Context: an optimization exercise on an open-source flow, tuned for small area. The choices shown serve that exercise and are no tape-out recipe. In this exercise RTL edits were held to simulation tests only and were not proved equivalent to the original.

===== flow/flow/run.sh =====
#!/bin/bash
# The standard ORFS flow (the standard.sh) with two arguments changed:
# the port buffers use the smallest buffer cell, and the clock tree is built
# from smaller clusters of smaller buffers, without dummy loads.
set -euo pipefail
bash standard.sh \
  'BUFFER_PORTS_ARGS=-buffer_cell sky130_fd_sc_hd__buf_1' \
  'CTS_ARGS=-sink_clustering_enable -repair_clock_nets -sink_clustering_size 16 -sink_clustering_max_diameter 80 -sink_buffer_max_cap_derate 1.0 -buf_list {sky130_fd_sc_hd__clkbuf_8} -dont_use_dummy_load' \
  finish > standard.log 2>&1

===== flow/standard.sh =====
#!/bin/bash
# synth_recipe.tcl (not shown) runs the flow's synth.tcl, then flattens the netlist and writes it again
# the make line also repeats each setting of config.mk as NAME=value (left out here)
make -C /OpenROAD-flow-scripts/flow DESIGN_CONFIG=/design/flow/config.mk WORK_HOME=/design/flow/orfs CLKGATE_MAP_FILE= SYNTH_SCRIPT=/design/flow/synth_recipe.tcl "${@:-finish}"

===== flow/config.mk =====
export PLATFORM = sky130hd
export DESIGN_NAME = fir_filter
export DESIGN_NICKNAME = fir_filter
export VERILOG_FILES = /design/flow/design.v
export SDC_FILE = /design/flow/constraint.sdc
export NUM_CORES = 4
export LEC_CHECK = 0
export CAP_MARGIN = 20
export CORE_MARGIN = 2
export CORE_UTILIZATION = 75
export GPL_TIMING_DRIVEN = 0
export SLEW_MARGIN = 20
export SYNTH_HIERARCHICAL = 1
export SYNTH_MINIMUM_KEEP_SIZE = 0

===== flow/design.v =====
module fir_filter (
    input CLK_Filter,
    input rst_n,
    input wire [7:0] filter_in,
    output wire [19:0] filter_out
);
  reg [7:0] d0;
  reg [7:0] d1;
  reg [7:0] d2;
  reg [7:0] d3;
  reg [7:0] d4;
  reg [7:0] d5;
  reg [7:0] d6;
  reg [7:0] d7;
  reg [7:0] d8;
  reg [7:0] d9;
  reg [7:0] d10;
  reg [7:0] d11;
  reg [7:0] d12;
  reg [7:0] d13;
  reg [7:0] d14;
  reg [7:0] d15;
  reg [7:0] d16;
  reg [7:0] d17;
  reg [7:0] d18;
  reg [7:0] d19;
  reg [7:0] d20;
  reg [7:0] d21;
  reg [7:0] d22;
  reg [7:0] d23;
  reg [7:0] d24;
  reg [19:0] q;
  reg [1:0] st;
  always @(posedge CLK_Filter or negedge rst_n) begin
    if (!rst_n) st <= 2'd0;
    else st <= {st[1] | st[0], st[1] | ~st[0]};
  end
  wire en = st[1] & st[0];
  wire [7:0] en8 = {8{en}};
  always @(posedge CLK_Filter) begin
    d0 <= filter_in;
    d1 <= d0;
    d2 <= d1;
    d3 <= ~(d2 & en8);
    d4 <= d3;
    d5 <= d4;
    d6 <= ~(d5 | ~en8);
    d7 <= d6;
    d8 <= d7;
    d9 <= ~(d8 & en8);
    d10 <= d9;
    d11 <= d10;
    d12 <= ~(d11 | ~en8);
    d13 <= d12;
    d14 <= ~(d13 & en8);
    d15 <= ~(d14 | ~en8);
    d16 <= d15;
    d17 <= d16;
    d18 <= ~(d17 & en8);
    d19 <= d18;
    d20 <= d19;
    d21 <= ~(d20 | ~en8);
    d22 <= d21;
    d23 <= d22;
    d24 <= ~(d23 & en8);
  end
  wire s0, c1;
  fir_ha us0 (.a(d4[0]), .b(d22[0]), .s(s0), .co(c1));
  wire s2, c3;
  fir_fa us2 (.a(d4[1]), .b(d22[1]), .ci(c1), .s(s2), .co(c3));
  wire s4, c5;
  fir_fa us4 (.a(d4[2]), .b(d22[2]), .ci(c3), .s(s4), .co(c5));
  wire s6, c7;
  fir_fa us6 (.a(d4[3]), .b(d22[3]), .ci(c5), .s(s6), .co(c7));
  wire s8, c9;
  fir_fa us8 (.a(d4[4]), .b(d22[4]), .ci(c7), .s(s8), .co(c9));
  wire s10, c11;
  fir_fa us10 (.a(d4[5]), .b(d22[5]), .ci(c9), .s(s10), .co(c11));
  wire s12, c13;
  fir_fa us12 (.a(d4[6]), .b(d22[6]), .ci(c11), .s(s12), .co(c13));
  wire s14, c15;
  fir_fa us14 (.a(d4[7]), .b(d22[7]), .ci(c13), .s(s14), .co(c15));
  wire s16, c17;
  fir_ha us16 (.a(d5[0]), .b(d21[0]), .s(s16), .co(c17));
  wire s18, c19;
  fir_fa us18 (.a(d5[1]), .b(d21[1]), .ci(c17), .s(s18), .co(c19));
  wire s20, c21;
  fir_fa us20 (.a(d5[2]), .b(d21[2]), .ci(c19), .s(s20), .co(c21));
  wire s22, c23;
  fir_fa us22 (.a(d5[3]), .b(d21[3]), .ci(c21), .s(s22), .co(c23));
  wire s24, c25;
  fir_fa us24 (.a(d5[4]), .b(d21[4]), .ci(c23), .s(s24), .co(c25));
  wire s26, c27;
  fir_fa us26 (.a(d5[5]), .b(d21[5]), .ci(c25), .s(s26), .co(c27));
  wire s28, c29;
  fir_fa us28 (.a(d5[6]), .b(d21[6]), .ci(c27), .s(s28), .co(c29));
  wire s30, c31;
  fir_fa us30 (.a(d5[7]), .b(d21[7]), .ci(c29), .s(s30), .co(c31));
  wire s32, c33;
  fir_ha us32 (.a(d8[0]), .b(d18[0]), .s(s32), .co(c33));
  wire s34, c35;
  fir_fa us34 (.a(d8[1]), .b(d18[1]), .ci(c33), .s(s34), .co(c35));
  wire s36, c37;
  fir_fa us36 (.a(d8[2]), .b(d18[2]), .ci(c35), .s(s36), .co(c37));
  wire s38, c39;
  fir_fa us38 (.a(d8[3]), .b(d18[3]), .ci(c37), .s(s38), .co(c39));
  wire s40, c41;
  fir_fa us40 (.a(d8[4]), .b(d18[4]), .ci(c39), .s(s40), .co(c41));
  wire s42, c43;
  fir_fa us42 (.a(d8[5]), .b(d18[5]), .ci(c41), .s(s42), .co(c43));
  wire s44, c45;
  fir_fa us44 (.a(d8[6]), .b(d18[6]), .ci(c43), .s(s44), .co(c45));
  wire s46, c47;
  fir_fa us46 (.a(d8[7]), .b(d18[7]), .ci(c45), .s(s46), .co(c47));
  wire s48, c49;
  fir_ha us48 (.a(d9[0]), .b(d17[0]), .s(s48), .co(c49));
  wire s50, c51;
  fir_fa us50 (.a(d9[1]), .b(d17[1]), .ci(c49), .s(s50), .co(c51));
  wire s52, c53;
  fir_fa us52 (.a(d9[2]), .b(d17[2]), .ci(c51), .s(s52), .co(c53));
  wire s54, c55;
  fir_fa us54 (.a(d9[3]), .b(d17[3]), .ci(c53), .s(s54), .co(c55));
  wire s56, c57;
  fir_fa us56 (.a(d9[4]), .b(d17[4]), .ci(c55), .s(s56), .co(c57));
  wire s58, c59;
  fir_fa us58 (.a(d9[5]), .b(d17[5]), .ci(c57), .s(s58), .co(c59));
  wire s60, c61;
  fir_fa us60 (.a(d9[6]), .b(d17[6]), .ci(c59), .s(s60), .co(c61));
  wire s62, c63;
  fir_fa us62 (.a(d9[7]), .b(d17[7]), .ci(c61), .s(s62), .co(c63));
  wire s64, c65;
  fir_ha us64 (.a(d11[0]), .b(d15[0]), .s(s64), .co(c65));
  wire s66, c67;
  fir_fa us66 (.a(d11[1]), .b(d15[1]), .ci(c65), .s(s66), .co(c67));
  wire s68, c69;
  fir_fa us68 (.a(d11[2]), .b(d15[2]), .ci(c67), .s(s68), .co(c69));
  wire s70, c71;
  fir_fa us70 (.a(d11[3]), .b(d15[3]), .ci(c69), .s(s70), .co(c71));
  wire s72, c73;
  fir_fa us72 (.a(d11[4]), .b(d15[4]), .ci(c71), .s(s72), .co(c73));
  wire s74, c75;
  fir_fa us74 (.a(d11[5]), .b(d15[5]), .ci(c73), .s(s74), .co(c75));
  wire s76, c77;
  fir_fa us76 (.a(d11[6]), .b(d15[6]), .ci(c75), .s(s76), .co(c77));
  wire s78, c79;
  fir_fa us78 (.a(d11[7]), .b(d15[7]), .ci(c77), .s(s78), .co(c79));
  wire s80, c81;
  fir_ha us80 (.a(d12[0]), .b(d14[0]), .s(s80), .co(c81));
  wire s82, c83;
  fir_fa us82 (.a(d12[1]), .b(d14[1]), .ci(c81), .s(s82), .co(c83));
  wire s84, c85;
  fir_fa us84 (.a(d12[2]), .b(d14[2]), .ci(c83), .s(s84), .co(c85));
  wire s86, c87;
  fir_fa us86 (.a(d12[3]), .b(d14[3]), .ci(c85), .s(s86), .co(c87));
  wire s88, c89;
  fir_fa us88 (.a(d12[4]), .b(d14[4]), .ci(c87), .s(s88), .co(c89));
  wire s90, c91;
  fir_fa us90 (.a(d12[5]), .b(d14[5]), .ci(c89), .s(s90), .co(c91));
  wire s92, c93;
  fir_fa us92 (.a(d12[6]), .b(d14[6]), .ci(c91), .s(s92), .co(c93));
  wire s94, c95;
  fir_fa us94 (.a(d12[7]), .b(d14[7]), .ci(c93), .s(s94), .co(c95));
  wire n96 = ~s48;
  wire n97 = ~s64;
  wire s98, c99;
  fir_fa us98 (.a(s0), .b(s64), .ci(s50), .s(s98), .co(c99));
  wire n100 = ~s66;
  wire n101 = ~s98;
  wire s102, c103;
  fir_fa us102 (.a(s0), .b(s16), .ci(s2), .s(s102), .co(c103));
  wire s104, c105;
  fir_fa us104 (.a(s66), .b(s52), .ci(s68), .s(s104), .co(c105));
  wire n106 = ~c99;
  wire n107 = ~s102;
  wire n108 = ~s104;
  wire s109, c110;
  fir_fa us109 (.a(d3[0]), .b(d23[0]), .ci(s16), .s(s109), .co(c110));
  wire s111, c112;
  fir_fa us111 (.a(s64), .b(s2), .ci(s18), .s(s111), .co(c112));
  wire s113, c114;
  fir_fa us113 (.a(s109), .b(s4), .ci(s68), .s(s113), .co(c114));
  wire s115, c116;
  fir_fa us115 (.a(c103), .b(s111), .ci(s54), .s(s115), .co(c116));
  wire s117, c118;
  fir_fa us117 (.a(s70), .b(c105), .ci(s113), .s(s117), .co(c118));
  wire n119 = ~s115;
  wire n120 = ~s117;
  wire s121, c122;
  fir_fa us121 (.a(d3[1]), .b(d23[1]), .ci(d10[0]), .s(s121), .co(c122));
  wire s123, c124;
  fir_fa us123 (.a(d16[0]), .b(s48), .ci(s121), .s(s123), .co(c124));
  wire s125, c126;
  fir_fa us125 (.a(c110), .b(s18), .ci(s66), .s(s125), .co(c126));
  wire s127, c128;
  fir_fa us127 (.a(s123), .b(s4), .ci(s20), .s(s127), .co(c128));
  wire s129, c130;
  fir_fa us129 (.a(c112), .b(s125), .ci(s6), .s(s129), .co(c130));
  wire s131, c132;
  fir_fa us131 (.a(s70), .b(c114), .ci(s127), .s(s131), .co(c132));
  wire s133, c134;
  fir_fa us133 (.a(s56), .b(s72), .ci(c116), .s(s133), .co(c134));
  wire s135, c136;
  fir_fa us135 (.a(c118), .b(s129), .ci(s131), .s(s135), .co(c136));
  wire n137 = ~s133;
  wire n138 = ~s135;
  wire s139, c140;
  fir_fa us139 (.a(d3[2]), .b(d23[2]), .ci(d10[1]), .s(s139), .co(c140));
  wire s141, c142;
  fir_fa us141 (.a(d16[1]), .b(c122), .ci(s139), .s(s141), .co(c142));
  wire s143, c144;
  fir_fa us143 (.a(s50), .b(c124), .ci(s141), .s(s143), .co(c144));
  wire s145, c146;
  fir_fa us145 (.a(s20), .b(s68), .ci(c126), .s(s145), .co(c146));
  wire s147, c148;
  fir_fa us147 (.a(s6), .b(s22), .ci(c128), .s(s147), .co(c148));
  wire s149, c150;
  fir_fa us149 (.a(s143), .b(s145), .ci(s8), .s(s149), .co(c150));
  wire s151, c152;
  fir_fa us151 (.a(s72), .b(c130), .ci(c132), .s(s151), .co(c152));
  wire s153, c154;
  fir_fa us153 (.a(s147), .b(s58), .ci(s74), .s(s153), .co(c154));
  wire s155, c156;
  fir_fa us155 (.a(c134), .b(s149), .ci(c136), .s(s155), .co(c156));
  wire n157 = ~s151;
  wire n158 = ~s153;
  wire n159 = ~s155;
  wire s160, c161;
  fir_fa us160 (.a(d3[3]), .b(d23[3]), .ci(d10[2]), .s(s160), .co(c161));
  wire s162, c163;
  fir_fa us162 (.a(d16[2]), .b(c140), .ci(s160), .s(s162), .co(c163));
  wire s164, c165;
  fir_fa us164 (.a(c142), .b(s162), .ci(s52), .s(s164), .co(c165));
  wire s166, c167;
  fir_fa us166 (.a(c144), .b(s22), .ci(s70), .s(s166), .co(c167));
  wire s168, c169;
  fir_fa us168 (.a(c146), .b(s164), .ci(s8), .s(s168), .co(c169));
  wire s170, c171;
  fir_fa us170 (.a(s24), .b(c148), .ci(s166), .s(s170), .co(c171));
  wire s172, c173;
  fir_fa us172 (.a(s10), .b(s74), .ci(c150), .s(s172), .co(c173));
  wire s174, c175;
  fir_fa us174 (.a(c152), .b(s168), .ci(s170), .s(s174), .co(c175));
  wire s176, c177;
  fir_fa us176 (.a(s60), .b(s76), .ci(c154), .s(s176), .co(c177));
  wire s178, c179;
  fir_fa us178 (.a(s172), .b(c156), .ci(s174), .s(s178), .co(c179));
  wire n180 = ~s176;
  wire n181 = ~s178;
  wire s182, c183;
  fir_fa us182 (.a(d3[4]), .b(d23[4]), .ci(d10[3]), .s(s182), .co(c183));
  wire s184, c185;
  fir_fa us184 (.a(d16[3]), .b(c161), .ci(s182), .s(s184), .co(c185));
  wire s186, c187;
  fir_fa us186 (.a(c163), .b(s184), .ci(s54), .s(s186), .co(c187));
  wire s188, c189;
  fir_fa us188 (.a(c165), .b(s24), .ci(s72), .s(s188), .co(c189));
  wire s190, c191;
  fir_fa us190 (.a(c167), .b(s186), .ci(s10), .s(s190), .co(c191));
  wire s192, c193;
  fir_fa us192 (.a(s26), .b(c169), .ci(c171), .s(s192), .co(c193));
  wire s194, c195;
  fir_fa us194 (.a(s188), .b(s12), .ci(s76), .s(s194), .co(c195));
  wire s196, c197;
  fir_fa us196 (.a(c173), .b(s190), .ci(c175), .s(s196), .co(c197));
  wire s198, c199;
  fir_fa us198 (.a(s192), .b(c177), .ci(s62), .s(s198), .co(c199));
  wire s200, c201;
  fir_fa us200 (.a(s78), .b(s194), .ci(c179), .s(s200), .co(c201));
  wire n202 = ~s196;
  wire n203 = ~s198;
  wire n204 = ~s200;
  wire s205, c206;
  fir_fa us205 (.a(d3[5]), .b(d23[5]), .ci(d10[4]), .s(s205), .co(c206));
  wire s207, c208;
  fir_fa us207 (.a(d16[4]), .b(c183), .ci(s205), .s(s207), .co(c208));
  wire s209, c210;
  fir_fa us209 (.a(c185), .b(s207), .ci(s56), .s(s209), .co(c210));
  wire s211, c212;
  fir_fa us211 (.a(c187), .b(s26), .ci(s74), .s(s211), .co(c212));
  wire s213, c214;
  fir_fa us213 (.a(c189), .b(s209), .ci(s12), .s(s213), .co(c214));
  wire s215, c216;
  fir_fa us215 (.a(s28), .b(c191), .ci(c193), .s(s215), .co(c216));
  wire s217, c218;
  fir_fa us217 (.a(s211), .b(c63), .ci(c79), .s(s217), .co(c218));
  wire s219, c220;
  fir_fa us219 (.a(c195), .b(s14), .ci(s78), .s(s219), .co(c220));
  wire s221, c222;
  fir_fa us221 (.a(s213), .b(c197), .ci(s215), .s(s221), .co(c222));
  wire s223, c224;
  fir_fa us223 (.a(c199), .b(s217), .ci(s219), .s(s223), .co(c224));
  wire n225 = ~c201;
  wire n226 = ~s221;
  wire n227 = ~s223;
  wire s228, c229;
  fir_fa us228 (.a(d3[6]), .b(d23[6]), .ci(d10[5]), .s(s228), .co(c229));
  wire s230, c231;
  fir_fa us230 (.a(d16[5]), .b(c206), .ci(s228), .s(s230), .co(c231));
  wire s232, c233;
  fir_fa us232 (.a(c208), .b(s230), .ci(s58), .s(s232), .co(c233));
  wire s234, c235;
  fir_fa us234 (.a(c210), .b(s28), .ci(s76), .s(s234), .co(c235));
  wire s236, c237;
  fir_fa us236 (.a(c212), .b(s232), .ci(c15), .s(s236), .co(c237));
  wire s238, c239;
  fir_fa us238 (.a(c79), .b(c214), .ci(s14), .s(s238), .co(c239));
  wire s240, c241;
  fir_fa us240 (.a(s30), .b(c216), .ci(s234), .s(s240), .co(c241));
  wire s242, c243;
  fir_fa us242 (.a(c218), .b(c220), .ci(s236), .s(s242), .co(c243));
  wire s244, c245;
  fir_fa us244 (.a(s238), .b(s240), .ci(c222), .s(s244), .co(c245));
  wire n246 = ~c224;
  wire n247 = ~s242;
  wire n248 = ~s244;
  wire s249, c250;
  fir_fa us249 (.a(d3[7]), .b(d23[7]), .ci(d10[6]), .s(s249), .co(c250));
  wire s251, c252;
  fir_fa us251 (.a(d16[6]), .b(c229), .ci(s249), .s(s251), .co(c252));
  wire s253, c254;
  fir_fa us253 (.a(c231), .b(s251), .ci(s60), .s(s253), .co(c254));
  wire s255, c256;
  fir_fa us255 (.a(c233), .b(c15), .ci(c31), .s(s255), .co(c256));
  wire s257, c258;
  fir_fa us257 (.a(c235), .b(s30), .ci(s78), .s(s257), .co(c258));
  wire s259, c260;
  fir_fa us259 (.a(s253), .b(c237), .ci(c239), .s(s259), .co(c260));
  wire s261, c262;
  fir_fa us261 (.a(s255), .b(c241), .ci(s257), .s(s261), .co(c262));
  wire s263, c264;
  fir_fa us263 (.a(c243), .b(s259), .ci(c245), .s(s263), .co(c264));
  wire n265 = ~s261;
  wire n266 = ~s263;
  wire s267, c268;
  fir_fa us267 (.a(d10[7]), .b(d16[7]), .ci(c250), .s(s267), .co(c268));
  wire s269, c270;
  fir_fa us269 (.a(c252), .b(s267), .ci(c31), .s(s269), .co(c270));
  wire s271, c272;
  fir_fa us271 (.a(c79), .b(c254), .ci(s62), .s(s271), .co(c272));
  wire s273, c274;
  fir_fa us273 (.a(c256), .b(c258), .ci(s269), .s(s273), .co(c274));
  wire s275, c276;
  fir_fa us275 (.a(s271), .b(c260), .ci(c262), .s(s275), .co(c276));
  wire n277 = ~s273;
  wire n278 = ~c264;
  wire n279 = ~s275;
  wire s280, c281;
  fir_fa us280 (.a(c268), .b(c63), .ci(c270), .s(s280), .co(c281));
  wire s282, c283;
  fir_fa us282 (.a(c272), .b(c274), .ci(s280), .s(s282), .co(c283));
  wire n284 = ~c276;
  wire n285 = ~s282;
  wire n286 = ~c281;
  wire n287 = ~c283;
  wire s288, c289;
  fir_fa us288 (.a(q[0]), .b(n96), .ci(n97), .s(s288), .co(c289));
  wire s290, c291;
  fir_fa us290 (.a(q[1]), .b(d2[0]), .ci(1'b1), .s(s290), .co(c291));
  wire s292, c293;
  fir_fa us292 (.a(d24[0]), .b(s32), .ci(s80), .s(s292), .co(c293));
  wire s294, c295;
  fir_fa us294 (.a(s290), .b(c289), .ci(n100), .s(s294), .co(c295));
  wire s296, c297;
  fir_fa us296 (.a(s292), .b(n101), .ci(s294), .s(s296), .co(c297));
  wire s298, c299;
  fir_fa us298 (.a(q[2]), .b(d2[1]), .ci(d24[1]), .s(s298), .co(c299));
  wire s300, c301;
  fir_fa us300 (.a(s80), .b(c291), .ci(s298), .s(s300), .co(c301));
  wire s302, c303;
  fir_fa us302 (.a(c293), .b(s34), .ci(s82), .s(s302), .co(c303));
  wire s304, c305;
  fir_fa us304 (.a(s300), .b(n106), .ci(c295), .s(s304), .co(c305));
  wire s306, c307;
  fir_fa us306 (.a(s302), .b(n107), .ci(n108), .s(s306), .co(c307));
  wire s308, c309;
  fir_fa us308 (.a(c297), .b(s304), .ci(s306), .s(s308), .co(c309));
  wire s310, c311;
  fir_fa us310 (.a(q[3]), .b(d2[2]), .ci(d24[2]), .s(s310), .co(c311));
  wire s312, c313;
  fir_fa us312 (.a(c299), .b(s310), .ci(s82), .s(s312), .co(c313));
  wire s314, c315;
  fir_fa us314 (.a(c301), .b(s36), .ci(s84), .s(s314), .co(c315));
  wire s316, c317;
  fir_fa us316 (.a(c303), .b(s312), .ci(c305), .s(s316), .co(c317));
  wire s318, c319;
  fir_fa us318 (.a(s314), .b(n119), .ci(c307), .s(s318), .co(c319));
  wire s320, c321;
  fir_fa us320 (.a(s316), .b(n120), .ci(c309), .s(s320), .co(c321));
  wire s322, c323;
  fir_fa us322 (.a(q[4]), .b(d2[3]), .ci(1'b1), .s(s322), .co(c323));
  wire s324, c325;
  fir_fa us324 (.a(d24[3]), .b(d6[0]), .ci(d20[0]), .s(s324), .co(c325));
  wire s326, c327;
  fir_fa us326 (.a(d7[0]), .b(d19[0]), .ci(s32), .s(s326), .co(c327));
  wire s328, c329;
  fir_fa us328 (.a(c311), .b(s322), .ci(s324), .s(s328), .co(c329));
  wire s330, c331;
  fir_fa us330 (.a(s326), .b(s328), .ci(s84), .s(s330), .co(c331));
  wire s332, c333;
  fir_fa us332 (.a(c313), .b(s38), .ci(s86), .s(s332), .co(c333));
  wire s334, c335;
  fir_fa us334 (.a(c315), .b(s330), .ci(c317), .s(s334), .co(c335));
  wire s336, c337;
  fir_fa us336 (.a(s332), .b(n137), .ci(c319), .s(s336), .co(c337));
  wire s338, c339;
  fir_fa us338 (.a(s334), .b(n138), .ci(c321), .s(s338), .co(c339));
  wire s340, c341;
  fir_fa us340 (.a(q[5]), .b(d2[4]), .ci(d24[4]), .s(s340), .co(c341));
  wire s342, c343;
  fir_fa us342 (.a(d6[1]), .b(d20[1]), .ci(d7[1]), .s(s342), .co(c343));
  wire s344, c345;
  fir_fa us344 (.a(d19[1]), .b(c323), .ci(c325), .s(s344), .co(c345));
  wire s346, c347;
  fir_fa us346 (.a(s340), .b(s342), .ci(c327), .s(s346), .co(c347));
  wire s348, c349;
  fir_fa us348 (.a(s34), .b(c329), .ci(s344), .s(s348), .co(c349));
  wire s350, c351;
  fir_fa us350 (.a(s346), .b(s348), .ci(s86), .s(s350), .co(c351));
  wire s352, c353;
  fir_fa us352 (.a(c331), .b(s40), .ci(s88), .s(s352), .co(c353));
  wire s354, c355;
  fir_fa us354 (.a(c333), .b(s350), .ci(c335), .s(s354), .co(c355));
  wire s356, c357;
  fir_fa us356 (.a(s352), .b(n157), .ci(n158), .s(s356), .co(c357));
  wire s358, c359;
  fir_fa us358 (.a(c337), .b(s354), .ci(n159), .s(s358), .co(c359));
  wire s360, c361;
  fir_fa us360 (.a(c339), .b(s356), .ci(s358), .s(s360), .co(c361));
  wire s362, c363;
  fir_fa us362 (.a(q[6]), .b(d2[5]), .ci(1'b1), .s(s362), .co(c363));
  wire s364, c365;
  fir_fa us364 (.a(d24[5]), .b(d6[2]), .ci(d20[2]), .s(s364), .co(c365));
  wire s366, c367;
  fir_fa us366 (.a(d7[2]), .b(d19[2]), .ci(c341), .s(s366), .co(c367));
  wire s368, c369;
  fir_fa us368 (.a(c343), .b(s362), .ci(s364), .s(s368), .co(c369));
  wire s370, c371;
  fir_fa us370 (.a(c345), .b(s366), .ci(s368), .s(s370), .co(c371));
  wire s372, c373;
  fir_fa us372 (.a(c347), .b(s36), .ci(c349), .s(s372), .co(c373));
  wire s374, c375;
  fir_fa us374 (.a(s370), .b(s372), .ci(s88), .s(s374), .co(c375));
  wire s376, c377;
  fir_fa us376 (.a(c351), .b(s42), .ci(s90), .s(s376), .co(c377));
  wire s378, c379;
  fir_fa us378 (.a(c353), .b(s374), .ci(c355), .s(s378), .co(c379));
  wire s380, c381;
  fir_fa us380 (.a(s376), .b(n180), .ci(c357), .s(s380), .co(c381));
  wire s382, c383;
  fir_fa us382 (.a(s378), .b(c359), .ci(n181), .s(s382), .co(c383));
  wire s384, c385;
  fir_fa us384 (.a(s380), .b(c361), .ci(s382), .s(s384), .co(c385));
  wire s386, c387;
  fir_fa us386 (.a(q[7]), .b(d2[6]), .ci(d24[6]), .s(s386), .co(c387));
  wire s388, c389;
  fir_fa us388 (.a(d6[3]), .b(d20[3]), .ci(d7[3]), .s(s388), .co(c389));
  wire s390, c391;
  fir_fa us390 (.a(d19[3]), .b(c363), .ci(c365), .s(s390), .co(c391));
  wire s392, c393;
  fir_fa us392 (.a(s386), .b(s388), .ci(c367), .s(s392), .co(c393));
  wire s394, c395;
  fir_fa us394 (.a(c369), .b(s390), .ci(s392), .s(s394), .co(c395));
  wire s396, c397;
  fir_fa us396 (.a(c371), .b(s38), .ci(c373), .s(s396), .co(c397));
  wire s398, c399;
  fir_fa us398 (.a(s394), .b(s396), .ci(s90), .s(s398), .co(c399));
  wire s400, c401;
  fir_fa us400 (.a(c375), .b(s44), .ci(s92), .s(s400), .co(c401));
  wire s402, c403;
  fir_fa us402 (.a(c377), .b(s398), .ci(c379), .s(s402), .co(c403));
  wire s404, c405;
  fir_fa us404 (.a(s400), .b(n202), .ci(n203), .s(s404), .co(c405));
  wire s406, c407;
  fir_fa us406 (.a(c381), .b(s402), .ci(n204), .s(s406), .co(c407));
  wire s408, c409;
  fir_fa us408 (.a(c383), .b(s404), .ci(s406), .s(s408), .co(c409));
  wire s410, c411;
  fir_fa us410 (.a(q[8]), .b(d2[7]), .ci(d24[7]), .s(s410), .co(c411));
  wire s412, c413;
  fir_fa us412 (.a(d6[4]), .b(d20[4]), .ci(d7[4]), .s(s412), .co(c413));
  wire s414, c415;
  fir_fa us414 (.a(d19[4]), .b(c387), .ci(c389), .s(s414), .co(c415));
  wire s416, c417;
  fir_fa us416 (.a(s410), .b(s412), .ci(c391), .s(s416), .co(c417));
  wire s418, c419;
  fir_fa us418 (.a(s414), .b(c393), .ci(s416), .s(s418), .co(c419));
  wire s420, c421;
  fir_fa us420 (.a(c395), .b(s418), .ci(s40), .s(s420), .co(c421));
  wire s422, c423;
  fir_fa us422 (.a(c397), .b(s420), .ci(s92), .s(s422), .co(c423));
  wire s424, c425;
  fir_fa us424 (.a(c399), .b(c401), .ci(s46), .s(s424), .co(c425));
  wire s426, c427;
  fir_fa us426 (.a(s94), .b(s422), .ci(c403), .s(s426), .co(c427));
  wire s428, c429;
  fir_fa us428 (.a(s424), .b(n225), .ci(n226), .s(s428), .co(c429));
  wire s430, c431;
  fir_fa us430 (.a(c405), .b(s426), .ci(n227), .s(s430), .co(c431));
  wire s432, c433;
  fir_fa us432 (.a(c407), .b(s428), .ci(s430), .s(s432), .co(c433));
  wire s434, c435;
  fir_fa us434 (.a(q[9]), .b(d6[5]), .ci(d20[5]), .s(s434), .co(c435));
  wire s436, c437;
  fir_fa us436 (.a(d7[5]), .b(d19[5]), .ci(c411), .s(s436), .co(c437));
  wire s438, c439;
  fir_fa us438 (.a(c413), .b(s434), .ci(c415), .s(s438), .co(c439));
  wire s440, c441;
  fir_fa us440 (.a(s436), .b(c417), .ci(s438), .s(s440), .co(c441));
  wire s442, c443;
  fir_fa us442 (.a(c419), .b(s440), .ci(s42), .s(s442), .co(c443));
  wire s444, c445;
  fir_fa us444 (.a(c421), .b(s442), .ci(c47), .s(s444), .co(c445));
  wire s446, c447;
  fir_fa us446 (.a(c95), .b(c423), .ci(s94), .s(s446), .co(c447));
  wire s448, c449;
  fir_fa us448 (.a(c425), .b(s444), .ci(s446), .s(s448), .co(c449));
  wire s450, c451;
  fir_fa us450 (.a(c427), .b(n246), .ci(n247), .s(s450), .co(c451));
  wire s452, c453;
  fir_fa us452 (.a(s448), .b(c429), .ci(n248), .s(s452), .co(c453));
  wire s454, c455;
  fir_fa us454 (.a(c431), .b(s450), .ci(s452), .s(s454), .co(c455));
  wire s456, c457;
  fir_fa us456 (.a(q[10]), .b(d6[6]), .ci(d20[6]), .s(s456), .co(c457));
  wire s458, c459;
  fir_fa us458 (.a(d7[6]), .b(d19[6]), .ci(c435), .s(s458), .co(c459));
  wire s460, c461;
  fir_fa us460 (.a(s456), .b(c437), .ci(s458), .s(s460), .co(c461));
  wire s462, c463;
  fir_fa us462 (.a(c439), .b(s460), .ci(c441), .s(s462), .co(c463));
  wire s464, c465;
  fir_fa us464 (.a(s462), .b(s44), .ci(c443), .s(s464), .co(c465));
  wire s466, c467;
  fir_fa us466 (.a(c95), .b(s464), .ci(c445), .s(s466), .co(c467));
  wire s468, c469;
  fir_fa us468 (.a(c447), .b(s466), .ci(c449), .s(s468), .co(c469));
  wire s470, c471;
  fir_fa us470 (.a(n265), .b(c451), .ci(s468), .s(s470), .co(c471));
  wire s472, c473;
  fir_fa us472 (.a(n266), .b(c453), .ci(s470), .s(s472), .co(c473));
  wire s474, c475;
  fir_fa us474 (.a(q[11]), .b(d6[7]), .ci(d20[7]), .s(s474), .co(c475));
  wire s476, c477;
  fir_fa us476 (.a(d7[7]), .b(d19[7]), .ci(c457), .s(s476), .co(c477));
  wire s478, c479;
  fir_fa us478 (.a(s474), .b(c459), .ci(s476), .s(s478), .co(c479));
  wire s480, c481;
  fir_fa us480 (.a(c461), .b(s478), .ci(c463), .s(s480), .co(c481));
  wire s482, c483;
  fir_fa us482 (.a(s480), .b(c465), .ci(s46), .s(s482), .co(c483));
  wire s484, c485;
  fir_fa us484 (.a(s482), .b(c467), .ci(n277), .s(s484), .co(c485));
  wire s486, c487;
  fir_fa us486 (.a(c469), .b(n278), .ci(n279), .s(s486), .co(c487));
  wire s488, c489;
  fir_fa us488 (.a(s484), .b(c471), .ci(s486), .s(s488), .co(c489));
  wire s490, c491;
  fir_fa us490 (.a(q[12]), .b(c475), .ci(c477), .s(s490), .co(c491));
  wire s492, c493;
  fir_fa us492 (.a(c479), .b(s490), .ci(c481), .s(s492), .co(c493));
  wire s494, c495;
  fir_fa us494 (.a(c47), .b(s492), .ci(c483), .s(s494), .co(c495));
  wire s496, c497;
  fir_fa us496 (.a(s494), .b(n284), .ci(n285), .s(s496), .co(c497));
  wire s498, c499;
  fir_fa us498 (.a(c485), .b(c487), .ci(s496), .s(s498), .co(c499));
  wire s500, c501;
  fir_fa us500 (.a(q[13]), .b(c491), .ci(c493), .s(s500), .co(c501));
  wire s502, c503;
  fir_fa us502 (.a(s500), .b(n286), .ci(c495), .s(s502), .co(c503));
  wire s504, c505;
  fir_fa us504 (.a(n287), .b(s502), .ci(c497), .s(s504), .co(c505));
  wire s506, c507;
  fir_fa us506 (.a(q[14]), .b(c501), .ci(c503), .s(s506), .co(c507));
  wire s508, c509;
  fir_fa us508 (.a(q[15]), .b(c507), .ci(1'b1), .s(s508), .co(c509));
  wire s510, c511;
  fir_fa us510 (.a(q[16]), .b(c509), .ci(1'b1), .s(s510), .co(c511));
  wire s512, c513;
  fir_fa us512 (.a(q[17]), .b(c511), .ci(1'b1), .s(s512), .co(c513));
  wire s514, c515;
  fir_fa us514 (.a(q[18]), .b(c513), .ci(1'b1), .s(s514), .co(c515));
  wire s516, c517;
  fir_fa us516 (.a(q[19]), .b(c515), .ci(1'b1), .s(s516), .co(c517));
  wire s518, c519;
  fir_ha us518 (.a(s318), .b(s320), .s(s518), .co(c519));
  wire s520, c521;
  fir_fa us520 (.a(s336), .b(c519), .ci(s338), .s(s520), .co(c521));
  wire s522, c523;
  fir_ha us522 (.a(c521), .b(s360), .s(s522), .co(c523));
  wire s524, c525;
  fir_ha us524 (.a(c523), .b(s384), .s(s524), .co(c525));
  wire s526, c527;
  fir_fa us526 (.a(c385), .b(c525), .ci(s408), .s(s526), .co(c527));
  wire s528, c529;
  fir_ha us528 (.a(c409), .b(s432), .s(s528), .co(c529));
  wire s530, c531;
  fir_ha us530 (.a(c433), .b(s454), .s(s530), .co(c531));
  wire s532, c533;
  fir_ha us532 (.a(c455), .b(s472), .s(s532), .co(c533));
  wire s534, c535;
  fir_ha us534 (.a(c473), .b(s488), .s(s534), .co(c535));
  wire s536, c537;
  fir_ha us536 (.a(s498), .b(c489), .s(s536), .co(c537));
  wire s538, c539;
  fir_ha us538 (.a(s504), .b(c499), .s(s538), .co(c539));
  wire s540, c541;
  fir_ha us540 (.a(s506), .b(c505), .s(s540), .co(c541));
  wire g542 = c529 | (s528 & c527);
  wire g543 = c533 | (s532 & c531);
  wire a544 = s532 & s530;
  wire g545 = c537 | (s536 & c535);
  wire a546 = s536 & s534;
  wire g547 = c541 | (s540 & c539);
  wire a548 = s540 & s538;
  wire a549 = s510 & s508;
  wire a550 = s514 & s512;
  wire g551 = c531 | (s530 & g542);
  wire g552 = g543 | (a544 & g542);
  wire g553 = c539 | (s538 & g545);
  wire a554 = s538 & a546;
  wire g555 = g547 | (a548 & g545);
  wire a556 = a548 & a546;
  wire a557 = s512 & a549;
  wire a558 = a550 & a549;
  wire g559 = c535 | (s534 & g552);
  wire g560 = g545 | (a546 & g552);
  wire g561 = g553 | (a554 & g552);
  wire g562 = g555 | (a556 & g552);
  wire a563 = s516 & a558;
  wire a564 = s508 & g562;
  wire a565 = a549 & g562;
  wire a566 = a557 & g562;
  wire a567 = a558 & g562;
  wire a568 = a563 & g562;
  wire o569 = s528 ^ c527;
  wire o570 = s530 ^ g542;
  wire o571 = s532 ^ g551;
  wire o572 = s534 ^ g552;
  wire o573 = s536 ^ g559;
  wire o574 = s538 ^ g560;
  wire o575 = s540 ^ g561;
  wire o576 = s508 ^ g562;
  wire o577 = s510 ^ a564;
  wire o578 = s512 ^ a565;
  wire o579 = s514 ^ a566;
  wire o580 = s516 ^ a567;
  wire [19:0] y = {o580, o579, o578, o577, o576, o575, o574, o573, o572, o571, o570, o569, s526, s524, s522, s520, s518, s308, s296, s288};
  always @(posedge CLK_Filter or negedge rst_n) begin
    if (!rst_n) q <= 20'd0;
    else q <= y & {20{en}};
  end
  assign filter_out = q;
endmodule
module fir_fa (input a, input b, input ci, output s, output co);
  assign s = a ^ b ^ ci;
  assign co = (a & b) | (a & ci) | (b & ci);
endmodule
module fir_ha (input a, input b, output s, output co);
  assign s = a ^ b;
  assign co = a & b;
endmodule

===== flow/constraint.sdc =====
create_clock -name core_clock -period 8.0 [get_ports {CLK_Filter}]
set_input_delay 1.6000 -clock core_clock [delete_from_list [all_inputs] [get_ports {CLK_Filter}]]
set_output_delay 1.6000 -clock core_clock [all_outputs]
set_load 0.01 [all_outputs]

==> impl_metrics.toml, run 1 <==
[status]
status = "no timing/DRC/antenna violations"

[sta]
hold_viol = 0
worstMarginPinSlew_ps = 944
final.setup.tns_ps = 0
max_slew_margin_pct = 37.1
fin_crit_ps = 7830
fmax_mhz = 128
post-route-period-util_pct = 97.9
rsz0062_at_grt = "no"
finalSetupViolCount = 0
finalMaxSlewViolations = 0
fin_skew_ps = 62.4

[clocking]
ctsHoldBuffers = 0
cts-buffers-inserted = 18
cts_buffer_depth = 3
clock-sinks = 222
htreeDepth = 1
cts_tree = "built"
clk_latency_ps = 540
ctsRootBufferMaster = "clkbuf_8"
cts.reportedPaths.clkPinSlew_ps = 100

[synth]
synth-simple-area-share_pct = 4.96
synth_area_um2 = 10400
ys_async_sr_fraction_pct = 9.91
synth_cell_type_count = 37
ys_seq_area_share_pct = 43.7
synth_top_family_by_area = "adder cells"
synth_compound_area_share_pct = 1.28
synth_fa_ha_area_share_pct = 48.1
ys.flop_type = "dfxtp_1"
yosysWarnings = 7
muxShareOfSynthArea_pct = 0
synth_edf_count = 0
ys_ff_latch = 222
synthXorXnorAreaFrac_pct = 0.252
synthCells = 665
syn_avg_cell_area_um2 = 15.7

[finish]
syn2layout_area_growth_pct = 6.90
largest_reg_flops = 20
nets = 994
final_area_um2 = 11200
regMostFlops = "q"
drive_gt1_share_pct = 8.01
layout_common_cells = "fa_1 (222), dfxtp_1 (200), nand2_1 (45)"
antenna_cells = 0
final_cell_count_no_fill = 904
final_common_cell = "fa_1"

[worst_setup_path]
crit_path_end = "q[15]"
r2r_slack_ps = 170
crit_arrival_ps = 8220
critPathMaxFanout = 4
max_stage_delay_ps = 550
worst-r2r-cell-count = 21
cp_num_buf_inv = 1
worstSetupStartpointType = "flip-flop"
rr_startpoint = "d9[0]"
reg2reg_to = "q[15]"
critPathRequiredTime_ps = 8380
critPathSlowestCell = "fa_1"
crit_path_end_kind = "flip-flop"
crit_top_cell = "fa_1"
startpoint = "d9[0]"
crit_chain = "ha_1 > fa_1 > fa_1 > fa_1 > fa_1 > fa_1 > fa_1 > fa_1 > fa_1 > fa_1 > inv_1 > fa_1 > fa_1 > fa_1 > ha_2 > a21oi_4 > a21oi_1 > o21a_1 > or2_1 > ha_1 > and3_1"
cp_top_family = "adder cells"
worstSetupPathType = "reg -> reg"
cp.depth = 21

[min_path]
hold_path.class = "reg -> reg"

[drt]
drtPass1Iterations = 4
wl_per_cell_um = 25.5
drt-initial-drc-count = 309
ant_nets = 0
drt_wl_total_um = 23100
viasPerCell = 5.70
drc_errors = 0
via_count = 5151

[place]
port_buffers = 29
dp_cells = 881
dpl.hpwl_um = 19100
gp_congestion = 0.930
dpl_cell_area_um2 = 10800

[die]
start_util_pct = 76.1
num_io_pins = 30
die_area_um2 = 14900
core_area_um2 = 13700
die_y_um = 122
die_x_um = 122
num_rows = 43

[global_route]
antenna_found_initial = 0
grt_pass1_wl_um = 36100
grt_max_degree = 23
grt_pass1_vias = 6214
overflow = 0
track_usage_pct = 35.1

[run]
maxCapViolCount = 0
cell type report:
| class | count | area (um^2) |
|---|---|---|
| Multi-Input combinational cell | 403 | 5800 |
| Sequential cell | 222 | 4550 |
| Fill cell | 694 | 2570 |
| Inverter | 36 | 135 |
| Tap cell | 180 | 225 |
| Timing Repair Buffer | 34 | 148 |
| Buffer | 11 | 47.5 |
| Clock buffer | 18 | 248 |
modules after synthesis, one instance, submodules excluded:
module,copies in the design,flip-flops and latches
fir_filter,1,222
fir_fa,238,0
fir_ha,16,0
how the worst min path moves through the flow:
stage               endpoint   from  slack [ps]  cells past startpoint
floorplan              d1[0]  d0[0]         310                      0
global placement       d1[4]  d0[4]         310                      0
detailed placement     d2[5]  d1[5]         310                      0
CTS                    d2[5]  d1[5]         330                      0
global route           d1[5]  d0[5]         340                      0
finish                 d4[3]  d3[3]         330                      0
layer usage:
| metal | wire length (um) | GRT usage, % | vias up |
|---|---|---|---|
| li1 | - | - | 2148 |
| met5 | 0 | 0 | - |
| met2 | 11900 | 59.5 | 191 |
| met3 | 1280 | 5.43 | 99 |
| met1 | 8110 | 43.3 | 2713 |
| met4 | 1780 | 20.6 | 0 |
worst register-to-register path, cell delays in order, from the launching register on:
cell and delay (ps):
dfxtp_1 330, ha_1 210, fa_1 450, fa_1 460, fa_1 400, fa_1 420, fa_1 400, fa_1 390
fa_1 500, fa_1 490, fa_1 550, inv_1 50, fa_1 420, fa_1 500, fa_1 510, ha_2 320
a21oi_4 220, a21oi_1 150, o21a_1 240, or2_1 250, ha_1 300, and3_1 150
metrics by stage:
stage	hold slack (ps)	setup WS (ps)	utilization, %
after global routing	344	12.2	81.3
after global placement	310	-62.1	78.7
final	329	167	81.3
after floorplan	310	467	-
after CTS	334	9.73	80.7
after detailed placement	313	-201	78.7
cells by family (layout without fill, tap and decap cells):
group,Yosys count,after routing
compound gates,18,18
xor+xnor,3,3
fa+ha+maj,258,258
buf+inv,47,99
flops,222,222
other cells,1,8
simple gates,116,116
cell usage after synthesis, types with 3 or more instances:
master / n / area [um^2]
fa_1: 238 / 4760
dfxtp_1: 200 / 4000
nand2_1: 45 / 169
nor2_1: 38 / 143
inv_1: 36 / 135
dfrtp_1: 22 / 551
ha_1: 20 / 250
and3_1: 12 / 75.1
buf_2: 5 / 25.0
nor3_1: 5 / 25.0
a21oi_1: 4 / 20.0
clkbuf_1: 4 / 15.0
nand3_1: 4 / 20.0
or2_2: 3 / 18.8
what timing repair did:
action	CTS	global route
setup endpoints to repair	1	3
gates resized for setup	6	15
gates cloned	0	0
setup buffers	1	4
pin swaps	1	7
==> inputs of run 2 (changes only) <==
--- a/flow/config.mk
+++ b/flow/config.mk
@@ -8,5 +8,5 @@
 export CAP_MARGIN = 20
 export CORE_MARGIN = 2
-export CORE_UTILIZATION = 75
+export CORE_UTILIZATION = 70
 export GPL_TIMING_DRIVEN = 0
 export SLEW_MARGIN = 20
==> impl_metrics.toml, run 2 <==
[worst_setup_path]
critPathSlowestCell = "fa_1"
rr_startpoint = "d8[0]"
worst-r2r-cell-count = 21
cp_top_family = "adder cells"
crit_path_end_kind = "flip-flop"
r2r_slack_ps = 220
worstSetupPathType = "reg -> reg"
crit_top_cell = "fa_2"
critPathMaxFanout = 3
critPathRequiredTime_ps = 8400
worstSetupStartpointType = "flip-flop"
crit_chain = "ha_1 > fa_2 > fa_1 > fa_2 > fa_2 > fa_2 > fa_2 > fa_2 > fa_1 > fa_1 > fa_2 > fa_2 > fa_1 > fa_2 > fa_1 > fa_1 > fa_1 > inv_1 > a211oi_2 > a21oi_1 > o211ai_1"
crit_arrival_ps = 8180
reg2reg_to = "q[19]"
cp_num_buf_inv = 1
max_stage_delay_ps = 570

[drt]
viasPerCell = 5.45
drt_wl_total_um = 20800
wl_per_cell_um = 23.0
ant_nets = 0
drc_errors = 0
via_count = 4928
drt-initial-drc-count = 255
drtPass1Iterations = 4

[finish]
regMostFlops = "q"
nets = 991
syn2layout_area_growth_pct = 6.39
final_common_cell = "fa_1"
antenna_cells = 0
layout_common_cells = "fa_1 (225), dfxtp_1 (200), nand2_1 (45)"
final_core_util_pct = 76.4
drive_gt1_share_pct = 6.80
largest_reg_flops = 20

[place]
dpl.hpwl_um = 17400
gp_congestion = 0.886
port_buffers = 29

[sta]
fmax_mhz = 128
hold_viol = 0
finalMaxSlewViolations = 0
fin_crit_ps = 7780
worstMarginPinSlew_ps = 962
finalSetupViolCount = 0
fin_hold_ws_ps = 331
rsz0062_at_grt = "no"
max_slew_margin_pct = 35.8
fin_skew_ps = 73.8
post-route-period-util_pct = 97.3

[clocking]
htreeDepth = 1
cts_tree = "built"
cts-buffers-inserted = 18
cts.reportedPaths.clkPinSlew_ps = 110
clk_latency_ps = 530
clock-sinks = 222
ctsHoldBuffers = 0
ctsRootBufferMaster = "clkbuf_8"
cts_buffer_depth = 3

[die]
num_rows = 44
num_io_pins = 30
start_util_pct = 71.8
die_x_um = 126
core_area_um2 = 14500
die_y_um = 126
die_area_um2 = 15900

[synth]
ys_seq_area_share_pct = 43.7
ys_ff_latch = 222
syn_avg_cell_area_um2 = 15.7
synthTopCellsByArea = "fa_1 (46%), dfxtp_1 (38%), dfrtp_1 (5.3%)"
ys.flop_type = "dfxtp_1"
synthCells = 665
synth_cell_type_count = 37
synth.most_common_cell = "fa_1"
yosysWarnings = 7
netlist_top_cells_count = "fa_1 (238), dfxtp_1 (200), nand2_1 (45)"
ys_async_sr_fraction_pct = 9.91
synth_area_um2 = 10400
synth_edf_count = 0
synth_top_area_share_pct = 45.7
synth_area_leader_cell = "fa_1"

[global_route]
antenna_found_initial = 0
track_usage_pct = 29.0
grt_pass1_vias = 6066
overflow = 0
grt_max_degree = 23
grt_pass1_wl_um = 33300

[min_path]
holdPathEnd = "d23[2]"
hold_path.class = "reg -> reg"
hold_path_depth = 0
hp-start = "d22[2]"

[status]
status = "no timing/DRC/antenna violations"

[run]
maxCapViolCount = 0
-- run 2: cell counts after synthesis --
Identical to the previous run, type by type.
-- run 2: layer usage --
| metal | share of wire, % | vias to the layer above | track usage [%] |
|---|---|---|---|
| li1 | - | 2141 | - |
| met1 | 41 | 2629 | 39.5 |
| met2 | 51 | 120 | 49.6 |
| met3 | 4.7 | 38 | 3.91 |
| met4 | 3.3 | 0 | 9.11 |
| met5 | 0 | - | 0 |
-- run 2: stage by stage --
step | TNS (ps) | std cells | setup WS [ps] | cell area (um^2)
after floorplan | 0 | 672 | 467 | 10500
after CTS | 0 | 904 | 42.1 | 11100
final | 0 | 905 | 217 | 11100
after global placement | -104 | 885 | -104 | 10800
after global routing | 0 | 905 | 2.53 | 11100
after detailed placement | -301 | 885 | -301 | 10800
-- run 2: per-module statistics from Yosys, one instance, submodules excluded --
module / cells / area, um^2 / flops+latches
fir_fa: 1 / 20.0 / 0
fir_ha: 1 / 12.5 / 0
fir_filter: 411 / 5470 / 222
-- run 2: cells by family after synthesis --
group           count (synthesis)  synth area share [%]
compound gates                 18                  1.28
xor+xnor                        3                 0.252
fa+ha+maj                     258                  48.1
buf+inv                        47                  1.75
flops                         222                  43.7
other cells                     1                0.0359
simple gates                  116                  4.96
-- run 2: how the worst max path moves through the flow --
| stage | to | slack (ps) | cells after the start | start |
|---|---|---|---|---|
| after detailed placement | q[19] | -300 | 21 | d8[0] |
| after global routing | q[15] | 3 | 21 | d11[0] |
| final | q[19] | 220 | 21 | d8[0] |
| after global placement | q[19] | -100 | 20 | d8[0] |
| after floorplan | q[19] | 470 | 20 | d8[0] |
| after CTS | q[19] | 40 | 21 | d8[0] |
-- run 2: repair_timing --
action                     in CTS  in global routing
resized for setup               8                  6
buffers inserted                1                  1
pin swaps                       1                  1
setup endpoints to repair       2                  3
hold endpoints to repair        0                  0
-- run 2: area by class of cell --
cell class | count | area (um^2)
Clock buffer | 18 | 248
Inverter | 36 | 135
Sequential cell | 222 | 4550
Timing Repair Buffer | 31 | 125
Fill cell | 913 | 3430
Multi-Input combinational cell | 403 | 5760
Tap cell | 184 | 230
Buffer | 11 | 47.5
==> inputs of run 3 (changes only) <==
--- a/flow/design.v
+++ b/flow/design.v
@@ -594,7 +594,7 @@
   fir_fa us526 (.a(c385), .b(c525), .ci(s408), .s(s526), .co(c527));
   wire s528, c529;
-  fir_ha us528 (.a(c409), .b(s432), .s(s528), .co(c529));
+  fir_fa us528 (.a(c409), .b(s432), .ci(c527), .s(s528), .co(c529));
   wire s530, c531;
-  fir_ha us530 (.a(c433), .b(s454), .s(s530), .co(c531));
+  fir_fa us530 (.a(c433), .b(s454), .ci(c529), .s(s530), .co(c531));
   wire s532, c533;
   fir_ha us532 (.a(c455), .b(s472), .s(s532), .co(c533));
@@ -607,44 +607,36 @@
   wire s540, c541;
   fir_ha us540 (.a(s506), .b(c505), .s(s540), .co(c541));
-  wire g542 = c529 | (s528 & c527);
-  wire g543 = c533 | (s532 & c531);
-  wire a544 = s532 & s530;
-  wire g545 = c537 | (s536 & c535);
-  wire a546 = s536 & s534;
-  wire g547 = c541 | (s540 & c539);
-  wire a548 = s540 & s538;
-  wire a549 = s510 & s508;
-  wire a550 = s514 & s512;
-  wire g551 = c531 | (s530 & g542);
-  wire g552 = g543 | (a544 & g542);
-  wire g553 = c539 | (s538 & g545);
-  wire a554 = s538 & a546;
-  wire g555 = g547 | (a548 & g545);
-  wire a556 = a548 & a546;
-  wire a557 = s512 & a549;
-  wire a558 = a550 & a549;
-  wire g559 = c535 | (s534 & g552);
-  wire g560 = g545 | (a546 & g552);
-  wire g561 = g553 | (a554 & g552);
-  wire g562 = g555 | (a556 & g552);
-  wire a563 = s516 & a558;
-  wire a564 = s508 & g562;
-  wire a565 = a549 & g562;
-  wire a566 = a557 & g562;
-  wire a567 = a558 & g562;
-  wire a568 = a563 & g562;
-  wire o569 = s528 ^ c527;
-  wire o570 = s530 ^ g542;
-  wire o571 = s532 ^ g551;
-  wire o572 = s534 ^ g552;
-  wire o573 = s536 ^ g559;
-  wire o574 = s538 ^ g560;
-  wire o575 = s540 ^ g561;
-  wire o576 = s508 ^ g562;
-  wire o577 = s510 ^ a564;
-  wire o578 = s512 ^ a565;
-  wire o579 = s514 ^ a566;
-  wire o580 = s516 ^ a567;
-  wire [19:0] y = {o580, o579, o578, o577, o576, o575, o574, o573, o572, o571, o570, o569, s526, s524, s522, s520, s518, s308, s296, s288};
+  wire g542 = c533 | (s532 & c531);
+  wire g543 = c537 | (s536 & c535);
+  wire a544 = s536 & s534;
+  wire g545 = c541 | (s540 & c539);
+  wire a546 = s540 & s538;
+  wire a547 = s510 & s508;
+  wire a548 = s514 & s512;
+  wire g549 = c535 | (s534 & g542);
+  wire g550 = g543 | (a544 & g542);
+  wire a551 = s508 & g545;
+  wire a552 = s508 & a546;
+  wire a553 = a547 & g545;
+  wire a554 = a547 & a546;
+  wire a555 = s516 & a548;
+  wire g556 = c539 | (s538 & g550);
+  wire g557 = g545 | (a546 & g550);
+  wire g558 = a551 | (a552 & g550);
+  wire g559 = a553 | (a554 & g550);
+  wire a560 = s512 & g559;
+  wire a561 = a548 & g559;
+  wire a562 = a555 & g559;
+  wire o563 = s532 ^ c531;
+  wire o564 = s534 ^ g542;
+  wire o565 = s536 ^ g549;
+  wire o566 = s538 ^ g550;
+  wire o567 = s540 ^ g556;
+  wire o568 = s508 ^ g557;
+  wire o569 = s510 ^ g558;
+  wire o570 = s512 ^ g559;
+  wire o571 = s514 ^ a560;
+  wire o572 = s516 ^ a561;
+  wire [19:0] y = {o572, o571, o570, o569, o568, o567, o566, o565, o564, o563, s530, s528, s526, s524, s522, s520, s518, s308, s296, s288};
   always @(posedge CLK_Filter or negedge rst_n) begin
     if (!rst_n) q <= 20'd0;
--- a/flow/config.mk
+++ b/flow/config.mk
@@ -6,4 +6,5 @@
 export NUM_CORES = 4
 export LEC_CHECK = 0
+export ABC_AREA = 1
 export CAP_MARGIN = 20
 export CORE_MARGIN = 2
==> impl_metrics.toml, run 3 <==
[status]
status = "no timing/DRC/antenna violations"

[clocking]
post_cts_buffers = 0
clock-sinks = 222
clk_latency_ps = 510
cts_tree = "built"
htreeDepth = 1
ctsHoldBuffers = 0
ctsRootBufferMaster = "clkbuf_8"
cts_buffer_depth = 3
cts-buffers-inserted = 17
cts.reportedPaths.clkPinSlew_ps = 100

[drt]
drc_errors = 0
ant_nets = 0
drt_wl_total_um = 20400
via_count = 4783
drt-initial-drc-count = 252
wl_per_cell_um = 22.5
viasPerCell = 5.27
drtPass1Iterations = 4

[global_route]
grt_pass1_wl_um = 33900
track_usage_pct = 29.6
overflow = 0
grt_max_degree = 23
grt_pass1_vias = 6038
antenna_found_initial = 0

[worst_setup_path]
crit_top_cell = "fa_1"
max_stage_delay_ps = 590
r2r_slack_ps = 170
critPathSlowestCell = "fa_1"
cp_top_family = "adder cells"
crit_chain = "ha_1 > fa_1 > fa_1 > fa_1 > fa_1 > fa_1 > fa_1 > fa_1 > fa_1 > fa_1 > fa_1 > fa_1 > fa_1 > fa_1 > fa_1 > fa_1 > fa_1 > nand3_2 > nand2_1 > nor2_2"
reg2reg_to = "q[19]"
worstSetupStartpointType = "flip-flop"
worstSetupPathType = "reg -> reg"
critPathMaxFanout = 2
cp_num_buf_inv = 0
crit_path_end_kind = "flip-flop"
crit_arrival_ps = 8230
rr_startpoint = "d8[0]"
critPathRequiredTime_ps = 8400
worst-r2r-cell-count = 20

[place]
dp_cells = 890
port_buffers = 29
dpl.hpwl_um = 17100
gp_congestion = 0.912
dp_slack_ps = 139
dpl_cell_area_um2 = 10700

[sta]
fmax_mhz = 128
fin_skew_ps = 22.8
worstMarginPinSlew_ps = 850
post-route-period-util_pct = 97.8
finalMaxSlewViolations = 0
max_slew_margin_pct = 43.3
fin_crit_ps = 7830
setup_slack_ps = 173
finalSetupViolCount = 0
final.setup.tns_ps = 0
hold_viol = 0

[synth]
yosysWarnings = 7
netlist_top_cells_count = "fa_1 (240), dfxtp_1 (200), inv_1 (57)"
synth_top_area_share_pct = 46.3
synthTopCellsByArea = "fa_1 (46%), dfxtp_1 (39%), dfrtp_1 (5.3%)"
synth_edf_count = 0
syn_avg_cell_area_um2 = 15.5
ys_seq_area_share_pct = 43.9
synth_area_um2 = 10400
synth_cell_type_count = 23
ys.flop_type = "dfxtp_1"
synthCells = 670
synth_area_leader_cell = "fa_1"
synth.most_common_cell = "fa_1"
ys_async_sr_fraction_pct = 9.91
ys_ff_latch = 222

[finish]
final_area_um2 = 11000
drive_gt1_share_pct = 5.26
largest_reg_flops = 20
regMostFlops = "q"
syn2layout_area_growth_pct = 5.81
antenna_cells = 0
final_common_cell = "fa_1"
final_cell_count_no_fill = 907
fillers = 916
final_core_util_pct = 75.8
nets = 993
layout_common_cells = "fa_1 (239), dfxtp_1 (200), inv_1 (57)"

[run]
maxCapViolCount = 0

[min_path]
hold_path_depth = 0
holdPathEnd = "d1[5]"
hp-start = "d0[5]"
hold_path.class = "reg -> reg"

[die]
die_y_um = 126
num_rows = 44
start_util_pct = 71.6
die_area_um2 = 15800
die_x_um = 126
num_io_pins = 30
core_area_um2 = 14500
## run 3: how the worst max path moves through the flow
stage,startpoint,endpoint,slack [ps],depth (start not counted)
final,d8[0],q[19],170,20
after global routing,d8[0],q[19],-10,20
after CTS,d8[0],q[19],110,20
after detailed placement,d8[0],q[19],140,20
after global placement,d8[0],q[19],200,20
after floorplan,d8[0],q[19],620,20
## run 3: worst register-to-register path, cell delays in order, from the launching register on
cell and delay (ps):
dfxtp_1 330, ha_1 220, fa_1 390, fa_1 400
fa_1 420, fa_1 420, fa_1 540, fa_1 430
fa_1 400, fa_1 420, fa_1 420, fa_1 410
fa_1 410, fa_1 430, fa_1 450, fa_1 450
fa_1 430, fa_1 590, nand3_2 80, nand2_1 70
nor2_2 40
## run 3: stage by stage
| stage | hold WS [ps] |
|---|---|
| 6_report | 328 |
| 3_3_place_gp | 310 |
| 3_5_place_dp | 312 |
| 4_1_cts | 332 |
| 5_1_grt | 337 |
| 2_1_floorplan | 310 |
## run 3: cell families (layout without fill, tap and decap cells)
group / after synthesis / count (layout) / share of synthesized area, %
AOI/OAI and AO/OA: 5 / 5 / 0.410
xor gates and xnor gates: 2 / 2 / 0.169
adders and majority gates: 258 / 258 / 48.5
buffers and inverters: 67 / 113 / 2.52
DFF: 222 / 222 / 43.9
other: 1 / 8 / 0.0361
and+or+nand+nor: 115 / 115 / 4.47
## run 3: layer usage
layer	routed length [um]	vias to the layer above	GRT usage, %
li1	-	2078	-
met1	7430	2519	36.7
met2	10700	125	50.7
met3	916	61	5.31
met4	1390	0	15.2
met5	0	-	0
## run 3: area by class of cell
| cell class | count | area (um^2) | share of cell area [%] |
|---|---|---|---|
| sequential | 222 | 4550 | 41.5 |
| multi-input combinational | 388 | 5590 | 50.9 |
| inverter | 58 | 218 | 1.98 |
| buffer | 9 | 43.8 | 0.399 |
| timing repair buffer | 29 | 110 | 1.00 |
| tap | 184 | 230 | 2.10 |
| clock buffer | 17 | 234 | 2.13 |
## run 3: Yosys stat by module (local to each module, per instance)
| module | flip-flops and latches | cell area [um^2] | times used |
|---|---|---|---|
| fir_filter | 222 | 5390 | 1 |
| fir_fa | 0 | 20.0 | 240 |
| fir_ha | 0 | 12.5 | 14 |
## run 3: repair_timing
item / 4_1_cts / 5_1_grt
endpoints found under the setup margin: 0 / 1
endpoints found under the hold margin: 0 / 0
gates resized for setup: 0 / 1
==> inputs of run 4 (changes only) <==
--- a/flow/config.mk
+++ b/flow/config.mk
@@ -6,5 +6,4 @@
 export NUM_CORES = 4
 export LEC_CHECK = 0
-export ABC_AREA = 1
 export CAP_MARGIN = 20
 export CORE_MARGIN = 2
==> impl_metrics.toml, run 4 <==
[status]
status = "no timing/DRC/antenna violations"

[synth]
synthTopCellsByArea = "fa_1 (47%), dfxtp_1 (39%), dfrtp_1 (5.3%)"
synth.most_common_cell = "fa_1"
synth_edf_count = 0
synth_area_um2 = 10300
syn_avg_cell_area_um2 = 16.1
synth_cell_type_count = 25
ys.flop_type = "dfxtp_1"
ys_async_sr_fraction_pct = 9.91
synth_area_leader_cell = "fa_1"
ys_ff_latch = 222
netlist_top_cells_count = "fa_1 (240), dfxtp_1 (200), nand2_1 (43)"
yosysWarnings = 7
synth_top_area_share_pct = 46.7
ys_seq_area_share_pct = 44.2
synthCells = 641

[finish]
layout_common_cells = "fa_1 (232), dfxtp_1 (200), nand2_1 (43)"
drive_gt1_share_pct = 4.89
syn2layout_area_growth_pct = 6.20
final_area_um2 = 10900
antenna_cells = 0
nets = 966
largest_reg_flops = 20
final_cell_count_no_fill = 880
fillers = 916
regMostFlops = "q"
final_common_cell = "fa_1"

[clocking]
cts_tree = "built"
ctsRootBufferMaster = "clkbuf_8"
cts_buffer_depth = 3
ctsHoldBuffers = 0
clk_latency_ps = 510
cts.reportedPaths.clkPinSlew_ps = 110
htreeDepth = 1
clock-sinks = 222
cts-buffers-inserted = 17

[sta]
hold_viol = 0
fin_crit_ps = 7760
setup_slack_ps = 243
final.setup.tns_ps = 0
finalMaxSlewViolations = 0
worstMarginPinSlew_ps = 777
post-route-period-util_pct = 97.0
fin_skew_ps = 43.8
rsz0062_at_grt = "no"
max_slew_margin_pct = 48.2
finalSetupViolCount = 0
fmax_mhz = 129

[place]
dpl_cell_area_um2 = 10700
dp_slack_ps = -89.2
port_buffers = 29
gp_congestion = 0.943
dpl.hpwl_um = 16600
dp_cells = 862

[drt]
drt_wl_total_um = 19100
ant_nets = 0
via_count = 4634
wl_per_cell_um = 21.7
viasPerCell = 5.27
drt-initial-drc-count = 256
drc_errors = 0
drtPass1Iterations = 4

[global_route]
overflow = 0
grt_max_degree = 17
antenna_found_initial = 0
grt_pass1_vias = 5727
track_usage_pct = 27.5
grt_pass1_wl_um = 31700

[worst_setup_path]
worstSetupPathType = "reg -> reg"
critPathRequiredTime_ps = 8390
crit_path_end_kind = "flip-flop"
worstSetupStartpointType = "flip-flop"
crit_arrival_ps = 8150
critPathMaxFanout = 5

[die]
num_rows = 44
die_area_um2 = 15700
core_area_um2 = 14400
die_x_um = 125
start_util_pct = 71.4
die_y_um = 125
num_io_pins = 30

[run]
maxCapViolCount = 0

[min_path]
hold_path.class = "reg -> reg"
-- run 4: cell types whose count changed in the layout (fill, tap and decap cells not counted), moves of 9 or more --
cell,change
inv_1,-22
and3_1,+14
nand2_1,-9
nor2_1,-13
-- run 4: stage by stage --
step / hold slack, ps / util, %
CTS: 307 / 75.7
detailed placement: 312 / 74.0
finish: 317 / 75.8
floorplan: 310 / -
global placement: 310 / 73.9
global route: 325 / 75.8
-- run 4: path summary, 6_finish.rpt --
path,from,endpoint,slack (ps),cells past startpoint
hold reg to reg,d1[4],d2[4],320,0
setup / recovery,d4[0],q[18],240,23
min in group asynchronous,rst_n,q[19],1010,1
hold / removal,d1[4],d2[4],320,0
max in group asynchronous,rst_n,q[1],6470,2
setup reg to reg,d4[0],q[18],240,23
-- run 4: layer usage --
layer  GRT usage, %  vias up  wire, um
met5              0        -         0
met3           3.81       36       561
met2           48.0       84     10400
met4           8.56        0       769
li1               -     2033         -
met1           36.7     2481      7400
-- run 4: cell type report --
type | count | area [um^2] | area share [%]
Buffer | 10 | 37.5 | 0.343
Clock buffer | 17 | 234 | 2.14
Inverter | 35 | 131 | 1.20
Multi-Input combinational cell | 381 | 5620 | 51.4
Sequential cell | 222 | 4550 | 41.7
Tap cell | 184 | 230 | 2.11
Timing Repair Buffer | 31 | 128 | 1.17
-- run 4: cell families (layout without fill, tap and decap cells) --
family / Yosys count / after routing / synth area share [%]
adders and majority gates: 258 / 258 / 48.9
other: 1 / 8 / 0.0364
xor gates and xnor gates: 4 / 4 / 0.340
and+or+nand+nor: 103 / 103 / 4.27
AOI/OAI and AO/OA: 8 / 8 / 0.608
buffers and inverters: 45 / 93 / 1.64
DFF: 222 / 222 / 44.2
-- run 4: repair_timing --
item	CTS	global route
setup buffers	0	1
cloned	0	0
setup endpoints to repair	1	3
pin swaps	0	1
gates resized for setup	3	5
-- run 4: critical path, stage by stage, from the launching register on --
cell and delay, ps:
dfxtp_1 320, ha_1 220, fa_1 380, fa_1 410, fa_1 400, fa_1 410
fa_1 440, fa_1 540, fa_1 460, fa_1 520, fa_1 540, inv_1 60
fa_1 500, fa_1 430, fa_1 420, fa_1 390, ha_1 230, o211ai_2 170
a21oi_2 90, o21ai_2 200, nor2_1 80, ha_1 190, xnor2_1 160, nor2_1 60
-- run 4: Yosys stat by module (local to each module, per instance) --
| module | times used | flops+latches |
|---|---|---|
| fir_fa | 240 | 0 |
| fir_filter | 1 | 222 |
| fir_ha | 14 | 0 |

[re-timing with driven ports]
Ports are ideal in the flow. The routed layouts listed here were re-timed in OpenROAD. Step 1 sets driving cells, clkbuf_16 on the clock port and buf_2 on the other inputs (assumed; they add their load-dependent delay and slew). Step 2 times the ports against the registers' clock, not the clock port: input delays grow and output delays shrink by t, the midpoint of the rising clock arrivals with the driver on. a / b / c = ideal ports / drivers / drivers and shift; a / b = the first two.
run	t (ns)	setup WS [ns]	slew at the worst register clock pin (ns)
run 1	0.546	0.167 / 0.167 / 0.167	0.11 / 0.11
run 2	0.531	0.217 / 0.217 / 0.217	0.11 / 0.11
run 3	0.540	0.173 / 0.173 / 0.173	0.11 / 0.11
run 4	0.530	0.243 / 0.243 / 0.243	0.11 / 0.11
After both steps every run listed still meets setup and hold.
